From an optimization exercise on the open Yosys and OpenROAD flow, aimed at small area, a short achievable clock period and few clock cycles; shortcuts taken in it are not production practice.
At most, simulation tests tie the RTL to the original design; equivalence was not proved.
Power and IR drop assume default switching activity.

==> flow/design.v (excerpt) <==
module JAM (
    input CLK,
    input RST,
    output [2:0] W,
    output [2:0] J,
    input [6:0] Cost,
    output reg [3:0] MatchCount,
    output reg [9:0] MinCost,
    output reg Valid
);
export LEC_CHECK = 0
export CAP_MARGIN = 20
export CORE_MARGIN = 2
export CORE_UTILIZATION = 40
export SLEW_MARGIN = 20
create_clock -name core_clock -period 10.0 [get_ports {CLK}]
standard.sh (not shown) runs the stock make flow with config.mk's settings and CLKGATE_MAP_FILE= SYNTH_SCRIPT=/design/flow/synth_recipe.tcl, a recipe that flattens the netlist after the stock synthesis.
==> flow/flow/run.sh <==
#!/bin/bash
# Standard layout with two changes: the port buffers use a normal buffer cell (buf_4)
# instead of the default pick, and clock tree synthesis builds its tree from clkbuf_8
# without dummy loads.
set -euo pipefail
export BUFFER_PORTS_ARGS="-buffer_cell sky130_fd_sc_hd__buf_4"
export CTS_ARGS="-sink_clustering_enable -repair_clock_nets -dont_use_dummy_load -buf_list sky130_fd_sc_hd__clkbuf_8"
bash standard.sh finish > standard_flow.log 2>&1
Next try:
==> flow/flow/run.sh (replaced) <==
#!/bin/bash
# Standard layout, but the port buffers use a normal buffer cell (buf_4) instead of
# the default pick, so the output ports are driven with a normal buffer.
set -euo pipefail
export BUFFER_PORTS_ARGS="-buffer_cell sky130_fd_sc_hd__buf_4"
bash standard.sh finish > standard_flow.log 2>&1
=>
- The new run went through all stages and came out clean
- combinational power is about the same
- power is higher by 8.2%
- fmax rose by 3.8%
- worst setup slack improved by 140 ps
- sequential power is about the same
- clock-buffer cell count fell by 46
- sequential share of layout area decreases by 1.9 points
Function was not checked in any run of this note: the RTL went through the layout flow alone.

* * *

JAM, a different RTL version from the one above (not shown whole).
Size in the first run: ~7800 cells after synthesis, ~2900 flip-flops, about 30 I/O pins.
Settings: LEC_CHECK=0, CAP_MARGIN=20, CORE_MARGIN=2, CORE_UTILIZATION=40, SLEW_MARGIN=20; clock period 10.0 ns.
==> flow/flow/run.sh <==
#!/bin/bash
# Standard layout with three changes: the port buffers use a normal buffer cell (buf_4)
# instead of the default pick; clock tree synthesis builds its tree from clkbuf_16,
# without dummy loads, in clusters of up to 20 flip-flops; and timing repair aims for a
# setup slack of 6.9 ns on the 10 ns clock, so it sizes up the slowest paths. The
# constraints (constraint.sdc) are not changed.
set -euo pipefail
export BUFFER_PORTS_ARGS="-buffer_cell sky130_fd_sc_hd__buf_4"
export CTS_ARGS="-sink_clustering_enable -repair_clock_nets -dont_use_dummy_load -buf_list sky130_fd_sc_hd__clkbuf_16 -sink_clustering_size 20 -sink_clustering_max_diameter 150"
export SETUP_SLACK_MARGIN=6.9
bash standard.sh finish > standard_flow.log 2>&1
Testbench counts at the start, summed over its fixed seeds: cycles 1,656.
Edit:
==> flow/flow/run.sh (replaced) <==
#!/bin/bash
# Standard layout with two changes: the port buffers use a normal buffer cell (buf_4)
# instead of the default pick, and clock tree synthesis builds its tree from clkbuf_16,
# without dummy loads, in clusters of up to 20 flip-flops.
set -euo pipefail
export BUFFER_PORTS_ARGS="-buffer_cell sky130_fd_sc_hd__buf_4"
export CTS_ARGS="-sink_clustering_enable -repair_clock_nets -dont_use_dummy_load -buf_list sky130_fd_sc_hd__clkbuf_16 -sink_clustering_size 20 -sink_clustering_max_diameter 150"
bash standard.sh finish > standard_flow.log 2>&1
The new run ran to the end with no violations.
Sequential share of layout area went up by 0.36 points.
Die area does not change.
Setup slack gets worse by 0.23 ns.
Combinational power came out lower by a few percent.
Core utilization drops by 0.32 points.
Final cell count shrinks slightly.
Power came out lower slightly.
Fmax goes down by a few percent.
Wire length went down slightly.
Hold slack stays flat.
Synthesized cell count does not change.
Edit:
--- a/flow/flow/run.sh
+++ b/flow/flow/run.sh
@@ -2,3 +2,5 @@
-# Standard layout with two changes: the port buffers use a normal buffer cell (buf_4)
-# instead of the default pick, and clock tree synthesis builds its tree from clkbuf_16,
-# without dummy loads, in clusters of up to 20 flip-flops.
+# Standard layout with three changes: the port buffers use a normal buffer cell (buf_4)
+# instead of the default pick; clock tree synthesis builds its tree from clkbuf_16,
+# without dummy loads, in clusters of up to 20 flip-flops; and timing repair aims for a
+# setup slack of 6.9 ns on the 10 ns clock, so it sizes up the slowest paths. The
+# constraints (constraint.sdc) are not changed.
@@ -7,0 +10 @@
+export SETUP_SLACK_MARGIN=6.9
- CORE_UTILIZATION: 40 -> 60
The new run completed without violations.
Sequential share of layout area grows by 0.47 points.
Core utilization rises by 21 points.
First-iteration DRC count is higher by 11%.
Routed wire length drops by 1.5%.
Global-route usage came out higher by 8.4 points.
Count of clock-buffer cells in the layout stays the same.
Total power rises by 0.43%.
Via count rises by 0.85%.
Hold slack gains 0.034 ns.
Final cell count went down by 9.1%.
Edit:
==> flow/flow/run.sh (replaced) <==
#!/bin/bash
# Standard layout with three changes: the port buffers use a normal buffer cell (buf_4)
# instead of the default pick; clock tree synthesis builds its tree from clkbuf_8,
# without dummy loads, in clusters of up to 15 flip-flops; and timing repair aims for a
# setup slack of 6.9 ns on the 10 ns clock, so it sizes up the slowest paths. The
# constraints (constraint.sdc) are not changed.
set -euo pipefail
export BUFFER_PORTS_ARGS="-buffer_cell sky130_fd_sc_hd__buf_4"
export CTS_ARGS="-sink_clustering_enable -repair_clock_nets -dont_use_dummy_load -buf_list sky130_fd_sc_hd__clkbuf_8 -sink_clustering_size 15 -sink_clustering_max_diameter 100"
export SETUP_SLACK_MARGIN=6.9
bash standard.sh finish > standard_flow.log 2>&1
- CORE_UTILIZATION: 60 -> 40
The changed run ran to the end with no violations.
Via count hardly moves.
Worst setup slack is worse by 0.24 ns.
Cell count rises by 11%.
Combinational power barely changes.
Clock power goes down by 16%.
First-iteration DRC count shrinks by 8.4%.
Final area rises by 0.31%.
Utilization falls by 21 points.

* * *

== P ==
JAM, a different RTL version from the one above (not shown whole).
For scale: roughly 8300 cells after synthesis, about 2800 flip-flops.
## JAM
module JAM (
    input CLK,
    input RST,
    output [2:0] W,
    output [2:0] J,
    input [6:0] Cost,
    output reg [3:0] MatchCount,
    output reg [9:0] MinCost,
    output reg Valid
);
==> flow/config.mk <==
export PLATFORM = sky130hd
export DESIGN_NAME = JAM
export DESIGN_NICKNAME = JAM
export VERILOG_FILES = /design/flow/design.v
export SDC_FILE = /design/flow/constraint.sdc
export NUM_CORES = 4
export LEC_CHECK = 0
export CAP_MARGIN = 20
export CORE_MARGIN = 2
export CORE_UTILIZATION = 40
export SLEW_MARGIN = 20
==> flow/constraint.sdc <==
create_clock -name core_clock -period 10.0 [get_ports {CLK}]
set_input_delay 2.0000 -clock core_clock [delete_from_list [all_inputs] [get_ports {CLK}]]
set_output_delay 2.0000 -clock core_clock [all_outputs]
set_load 0.01 [all_outputs]
run.sh (not shown) runs the stock make flow with config.mk's settings and CLKGATE_MAP_FILE= SYNTH_SCRIPT=/design/flow/synth_recipe.tcl, a recipe that flattens the netlist after the stock synthesis.
Stock flow here: none of the scripts above is used.
What Q does differently from P at the input level:
==> flow/flow/run.sh (new file) <==
#!/bin/bash
# Standard layout, but the port buffers use a normal buffer cell (buf_4) instead of
# the default pick, so the output ports are driven with a normal buffer.
set -euo pipefail
export BUFFER_PORTS_ARGS="-buffer_cell sky130_fd_sc_hd__buf_4"
bash standard.sh finish > standard_flow.log 2>&1
==> flow/standard.sh (new file) <==
#!/bin/bash
# synth_recipe.tcl (not shown) runs the flow's synth.tcl, then flattens the netlist and writes it again
# the make line also repeats each setting of config.mk as NAME=value (left out here)
make -C /OpenROAD-flow-scripts/flow DESIGN_CONFIG=/design/flow/config.mk WORK_HOME=/design/flow/orfs CLKGATE_MAP_FILE= SYNTH_SCRIPT=/design/flow/synth_recipe.tcl "${@:-finish}"
removed: flow/run.sh
### Flow results
The fraction of power spent switching nets of Q and that of P are within noise of each other. Met3 layer usage reported by global route: higher on Q. Summary — highest attainable clock frequency, Q relative to P: lower, by 0.89%. In terms of sequential portion of the cell area, Q and P differ only marginally. Placed wire-length estimate essentially unchanged between P and Q. Between Q and P, the source-to-sink clock delay at the later pin of the worst-skew pair figures differ only marginally. Number of enable-type register cells in the synthesized netlist: P vs Q identical. Delta (Q minus P): via count decreased about 0.56%, share of cells above drive strength 1 rose by 0.59 points. Q -> P: sequential cell area fraction in the yosys report delta 0, exact match. Between P and Q, the cell area figures differ only marginally.
Function was not checked in any run of this note: the RTL went through the layout flow alone.

* * *

JAM, a different RTL version from the one above (not shown whole).
Size in the first run: ~2800 flip-flops, ~30 I/O pins, roughly 0.096 sq mm of cells after synthesis.
export LEC_CHECK = 0
export CAP_MARGIN = 20
export CORE_MARGIN = 2
export CORE_UTILIZATION = 40
export SLEW_MARGIN = 20
create_clock -name core_clock -period 10.0 [get_ports {CLK}]
standard.sh (not shown) runs the stock make flow with config.mk's settings and CLKGATE_MAP_FILE= SYNTH_SCRIPT=/design/flow/synth_recipe.tcl, a recipe that flattens the netlist after the stock synthesis.
==> flow/flow/run.sh <==
#!/bin/bash
# Standard layout with two changes: the port buffers use a normal buffer cell (buf_4)
# instead of the default pick, and clock tree synthesis builds its tree from clkbuf_8,
# without dummy loads, in clusters of up to 15 flip-flops.
set -euo pipefail
export BUFFER_PORTS_ARGS="-buffer_cell sky130_fd_sc_hd__buf_4"
export CTS_ARGS="-sink_clustering_enable -repair_clock_nets -dont_use_dummy_load -buf_list sky130_fd_sc_hd__clkbuf_8 -sink_clustering_size 15 -sink_clustering_max_diameter 100"
bash standard.sh finish > standard_flow.log 2>&1
Next try:
==> flow/flow/run.sh (replaced) <==
#!/bin/bash
# Standard layout with two changes: the port buffers use a normal buffer cell (buf_4)
# instead of the default pick, and clock tree synthesis builds its tree from clkbuf_16,
# without dummy loads, in clusters of up to 20 flip-flops.
set -euo pipefail
export BUFFER_PORTS_ARGS="-buffer_cell sky130_fd_sc_hd__buf_4"
export CTS_ARGS="-sink_clustering_enable -repair_clock_nets -dont_use_dummy_load -buf_list sky130_fd_sc_hd__clkbuf_16 -sink_clustering_size 20 -sink_clustering_max_diameter 150"
bash standard.sh finish > standard_flow.log 2>&1
Area after synthesis is unchanged.
Routed wire length is lower by 0.35%.
Utilization goes up by 0.46 points.
Final cell count is lower by 0.43%.
Worst setup slack got worse by 7.5 ps.
Final area rose by 1.1%.
Sequential share of layout area shrinks by 0.62 points.
Clock-buffer cell count drops by 48.
Clock skew is lower by 46 ps.
Non-clock buffer count is unchanged.
No functional check of the RTL was part of any run of this note.

* * *

job 8041:
JAM, a different RTL version from the one above (not shown whole).
Size in the first run: roughly 7700 cells after synthesis, about 2700 flip-flops, roughly 95000 sq um of cells after synthesis.
## JAM
module JAM (
    input CLK,
    input RST,
    output [2:0] W,
    output [2:0] J,
    input [6:0] Cost,
    output reg [3:0] MatchCount,
    output reg [9:0] MinCost,
    output reg Valid
);
==> flow/config.mk <==
export PLATFORM = sky130hd
export DESIGN_NAME = JAM
export DESIGN_NICKNAME = JAM
export VERILOG_FILES = /design/flow/design.v
export SDC_FILE = /design/flow/constraint.sdc
export NUM_CORES = 4
export LEC_CHECK = 0
export CAP_MARGIN = 20
export CORE_MARGIN = 2
export CORE_UTILIZATION = 70
export SLEW_MARGIN = 20
==> flow/constraint.sdc <==
create_clock -name core_clock -period 10.0 [get_ports {CLK}]
set_input_delay 2.0000 -clock core_clock [delete_from_list [all_inputs] [get_ports {CLK}]]
set_output_delay 2.0000 -clock core_clock [all_outputs]
set_load 0.01 [all_outputs]
==> flow/flow/run.sh <==
#!/bin/bash
# Standard layout with three changes: the port buffers use a normal buffer cell (buf_4)
# instead of the default pick; clock tree synthesis builds its tree from clkbuf_16,
# without dummy loads, in clusters of up to 24 flip-flops; and timing repair aims for a
# setup slack of 6.9 ns on the 10 ns clock, so it sizes up the slowest paths. The
# constraints (constraint.sdc) are not changed.
set -euo pipefail
export BUFFER_PORTS_ARGS="-buffer_cell sky130_fd_sc_hd__buf_4"
export CTS_ARGS="-sink_clustering_enable -repair_clock_nets -dont_use_dummy_load -buf_list sky130_fd_sc_hd__clkbuf_16 -sink_clustering_size 24 -sink_clustering_max_diameter 150"
export SETUP_SLACK_MARGIN=6.9
bash standard.sh finish > standard_flow.log 2>&1
Testbench counts of job 8041, summed over its fixed seeds: cycles 1,638.
Relative to job 8041, the following input files were edited for job 7147:
==> flow/flow/run.sh <==
#!/bin/bash
# Standard layout with three changes: the port buffers use a normal buffer cell (buf_4)
# instead of the default pick; clock tree synthesis builds its tree from clkbuf_16,
# without dummy loads, in clusters of up to 20 flip-flops; and timing repair aims for a
# setup slack of 6.9 ns on the 10 ns clock, so it sizes up the slowest paths. The
# constraints (constraint.sdc) are not changed.
set -euo pipefail
export BUFFER_PORTS_ARGS="-buffer_cell sky130_fd_sc_hd__buf_4"
export CTS_ARGS="-sink_clustering_enable -repair_clock_nets -dont_use_dummy_load -buf_list sky130_fd_sc_hd__clkbuf_16 -sink_clustering_size 20 -sink_clustering_max_diameter 150"
export SETUP_SLACK_MARGIN=6.9
bash standard.sh finish > standard_flow.log 2>&1
### Flow results
Every stage of the flow completed for job 7147, and the final layout passed the timing, DRC and antenna checks. Compare job 8041 and job 7147 | final critical-path share of the clock period higher: job 7147. The final reports for job 7147 and job 8041 show count of nets after finishing higher in the former. NOTE: worst path setup slack after routing in job 7147 falls short of that of job 8041. In job 7147, the worst hold slack came out 0.024 ns below the value in job 8041. Per the comparison of job 7147 with job 8041, post-route total power grew by 620 uW, maximum frequency shrank by 1.6 MHz, final cell area excluding filler cells grew by 760 sq um.
For job 5569, these inputs were changed with respect to job 7147:
# job 7147
export LEC_CHECK = 0
export CAP_MARGIN = 20
export CORE_MARGIN = 2
export CORE_UTILIZATION = 70
export SLEW_MARGIN = 20
create_clock -name core_clock -period 10.0 [get_ports {CLK}]
# job 5569
export LEC_CHECK = 0
export CAP_MARGIN = 20
export CORE_MARGIN = 2
export CORE_UTILIZATION = 60
export SLEW_MARGIN = 20
create_clock -name core_clock -period 10.0 [get_ports {CLK}]
==> flow/flow/run.sh <==
#!/bin/bash
# Standard layout with three changes: the port buffers use a normal buffer cell (buf_4)
# instead of the default pick; clock tree synthesis builds its tree from clkbuf_16,
# without dummy loads, in clusters of up to 24 flip-flops; and timing repair aims for a
# setup slack of 6.9 ns on the 10 ns clock, so it sizes up the slowest paths. The
# constraints (constraint.sdc) are not changed.
set -euo pipefail
export BUFFER_PORTS_ARGS="-buffer_cell sky130_fd_sc_hd__buf_4"
export CTS_ARGS="-sink_clustering_enable -repair_clock_nets -dont_use_dummy_load -buf_list sky130_fd_sc_hd__clkbuf_16 -sink_clustering_size 24 -sink_clustering_max_diameter 150"
export SETUP_SLACK_MARGIN=6.9
bash standard.sh finish > standard_flow.log 2>&1
[summary]
On peak per-stage delay on the critical path, job 7147 and job 5569 are basically level.
Job 7147 fits on a die that is smaller than the die of job 5569.
Compared with job 7147, number of rows created at floorplan in job 5569 increased by a little under 10%.
Share of power burned in the clock network ends up higher on job 7147.
[compare] base=job 7147 new=job 5569: peak supply drop lower; slew at the pin with the worst max-slew slack lower.
Job 5569 vs job 7147, total wire length went down by about 1.4%.
Taking job 7147 as the reference point, the overall power consumption of job 5569 falls by 670 uW.
Looking at final worst clock skew across both flows, job 5569 is the stronger of the two, with job 7147 trailing.
Job 5569 has completed all stages; timing, DRC and antenna checks passed.
The following lists how job 9994 was set up differently from job 5569:
# job 5569
export LEC_CHECK = 0
export CAP_MARGIN = 20
export CORE_MARGIN = 2
export CORE_UTILIZATION = 60
export SLEW_MARGIN = 20
create_clock -name core_clock -period 10.0 [get_ports {CLK}]
# job 9994
export LEC_CHECK = 0
export CAP_MARGIN = 20
export CORE_MARGIN = 2
export CORE_UTILIZATION = 40
export SLEW_MARGIN = 20
create_clock -name core_clock -period 10.0 [get_ports {CLK}]
==> flow/flow/run.sh <==
#!/bin/bash
# Standard layout with three changes: the port buffers use a normal buffer cell (buf_4)
# instead of the default pick; clock tree synthesis builds its tree from clkbuf_16,
# without dummy loads, in clusters of up to 20 flip-flops; and timing repair aims for a
# setup slack of 6.9 ns on the 10 ns clock, so it sizes up the slowest paths. The
# constraints (constraint.sdc) are not changed.
set -euo pipefail
export BUFFER_PORTS_ARGS="-buffer_cell sky130_fd_sc_hd__buf_4"
export CTS_ARGS="-sink_clustering_enable -repair_clock_nets -dont_use_dummy_load -buf_list sky130_fd_sc_hd__clkbuf_16 -sink_clustering_size 20 -sink_clustering_max_diameter 150"
export SETUP_SLACK_MARGIN=6.9
bash standard.sh finish > standard_flow.log 2>&1
### Flow results
- Looking only at slew at the pin closest to its max-slew limit, and setting everything else aside, the higher value of job 5569 and job 9994 goes to job 5569.
- Part of the total power dissipated in sequential elements delta for job 9994 relative to job 5569: 1.2 points lower
- Job 9994 vs job 5569: number of buffers other than clock buffers in the final layout up in job 9994
- On layout overhead on the synthesized area, the lower figure sits with job 5569, not job 9994.
- When the final numbers for job 5569 and job 9994 were put side by side, the final net count turned out to be greater in job 9994.
diff inputs: job 9994 => job 200
# job 9994
export LEC_CHECK = 0
export CAP_MARGIN = 20
export CORE_MARGIN = 2
export CORE_UTILIZATION = 40
export SLEW_MARGIN = 20
create_clock -name core_clock -period 10.0 [get_ports {CLK}]
# job 200
export LEC_CHECK = 0
export CAP_MARGIN = 20
export CORE_MARGIN = 2
export CORE_UTILIZATION = 60
export SLEW_MARGIN = 20
create_clock -name core_clock -period 10.0 [get_ports {CLK}]
==> results.txt <==
Job 200 finished every step from synthesis to the final layout, and the layout passed the timing, DRC and antenna checks.
Comparing job 200 with job 9994, the fraction of synthesized area in multiplexers came out essentially unchanged.
Changes observed in job 200 relative to job 9994: setup slack moved up, switching share of power level.
Relative to job 9994, the die outline height measured on job 200 has decreased by more than 10%.
NOTE placed standard-cell area job 9994->job 200 decreased slightly
Going from job 9994 to job 200, overall global routing resource usage grows by 9.0 points.

## re-timing with driven ports
Ports are ideal in the flow. The routed layouts listed here were re-timed in OpenROAD. Step 1 assumes that a clkbuf_16 drives the clock port and a buf_2 every other input. Step 2, shift: input delay + t, output delay - t, t = (earliest + latest rising clock arrival at the registers) / 2. This alone moves slack from input paths to output paths. Slacks: ideal ports / drivers / drivers and shift; pairs: ideal ports / drivers.
| run | t, ns | setup WS [ns] | hold slack, ns | worst slew at a driven data input, ns |
|---|---|---|---|---|
| the first run of note 1 | 1.076 | 6.101 / 6.008 / 6.763 | 0.198 / 0.198 / 0.198 | 0.12 |
| the second run of note 1 | 0.945 | 6.245 / 6.147 / 6.711 | 0.272 / 0.272 / 0.272 | 0.14 |
| the first run of note 2 | 0.887 | 6.658 / 6.572 / 7.017 | 0.237 / 0.237 / 0.237 | 0.03 |
| the second run of note 2 | 0.885 | 6.432 / 6.432 / 6.432 | 0.239 / 0.239 / 0.239 | 0.03 |
| the third run of note 2 | 0.873 | 6.698 / 6.614 / 6.933 | 0.273 / 0.273 / 0.273 | 0.05 |
| the fourth run of note 2 | 1.065 | 6.453 / 6.369 / 6.998 | 0.240 / 0.240 / 0.240 | 0.03 |
| P | 1.006 | 5.485 / 5.485 / 5.485 | 0.287 / 0.287 / 0.287 | 0.04 |
| Q | 1.002 | 5.444 / 5.444 / 5.444 | 0.271 / 0.271 / 0.271 | 0.05 |
| the first run of note 4 | 1.021 | 6.173 / 6.121 / 6.173 | 0.245 / 0.245 / 0.245 | 0.12 |
| the second run of note 4 | 0.880 | 6.165 / 6.165 / 6.165 | 0.273 / 0.273 / 0.273 | 0.10 |
| job 8041 | 0.851 | 6.728 / 6.644 / 6.781 | 0.292 / 0.292 / 0.292 | 0.08 |
| job 7147 | 0.861 | 6.710 / 6.624 / 6.824 | 0.268 / 0.268 / 0.268 | 0.09 |
| job 5569 | 0.880 | 6.750 / 6.658 / 6.848 | 0.284 / 0.284 / 0.284 | 0.07 |
| job 9994 | 0.923 | 6.673 / 6.576 / 6.816 | 0.274 / 0.274 / 0.274 | 0.12 |
| job 200 | 0.881 | 6.697 / 6.611 / 6.843 | 0.274 / 0.274 / 0.274 | 0.07 |
After both steps setup and hold are still met in every run listed.
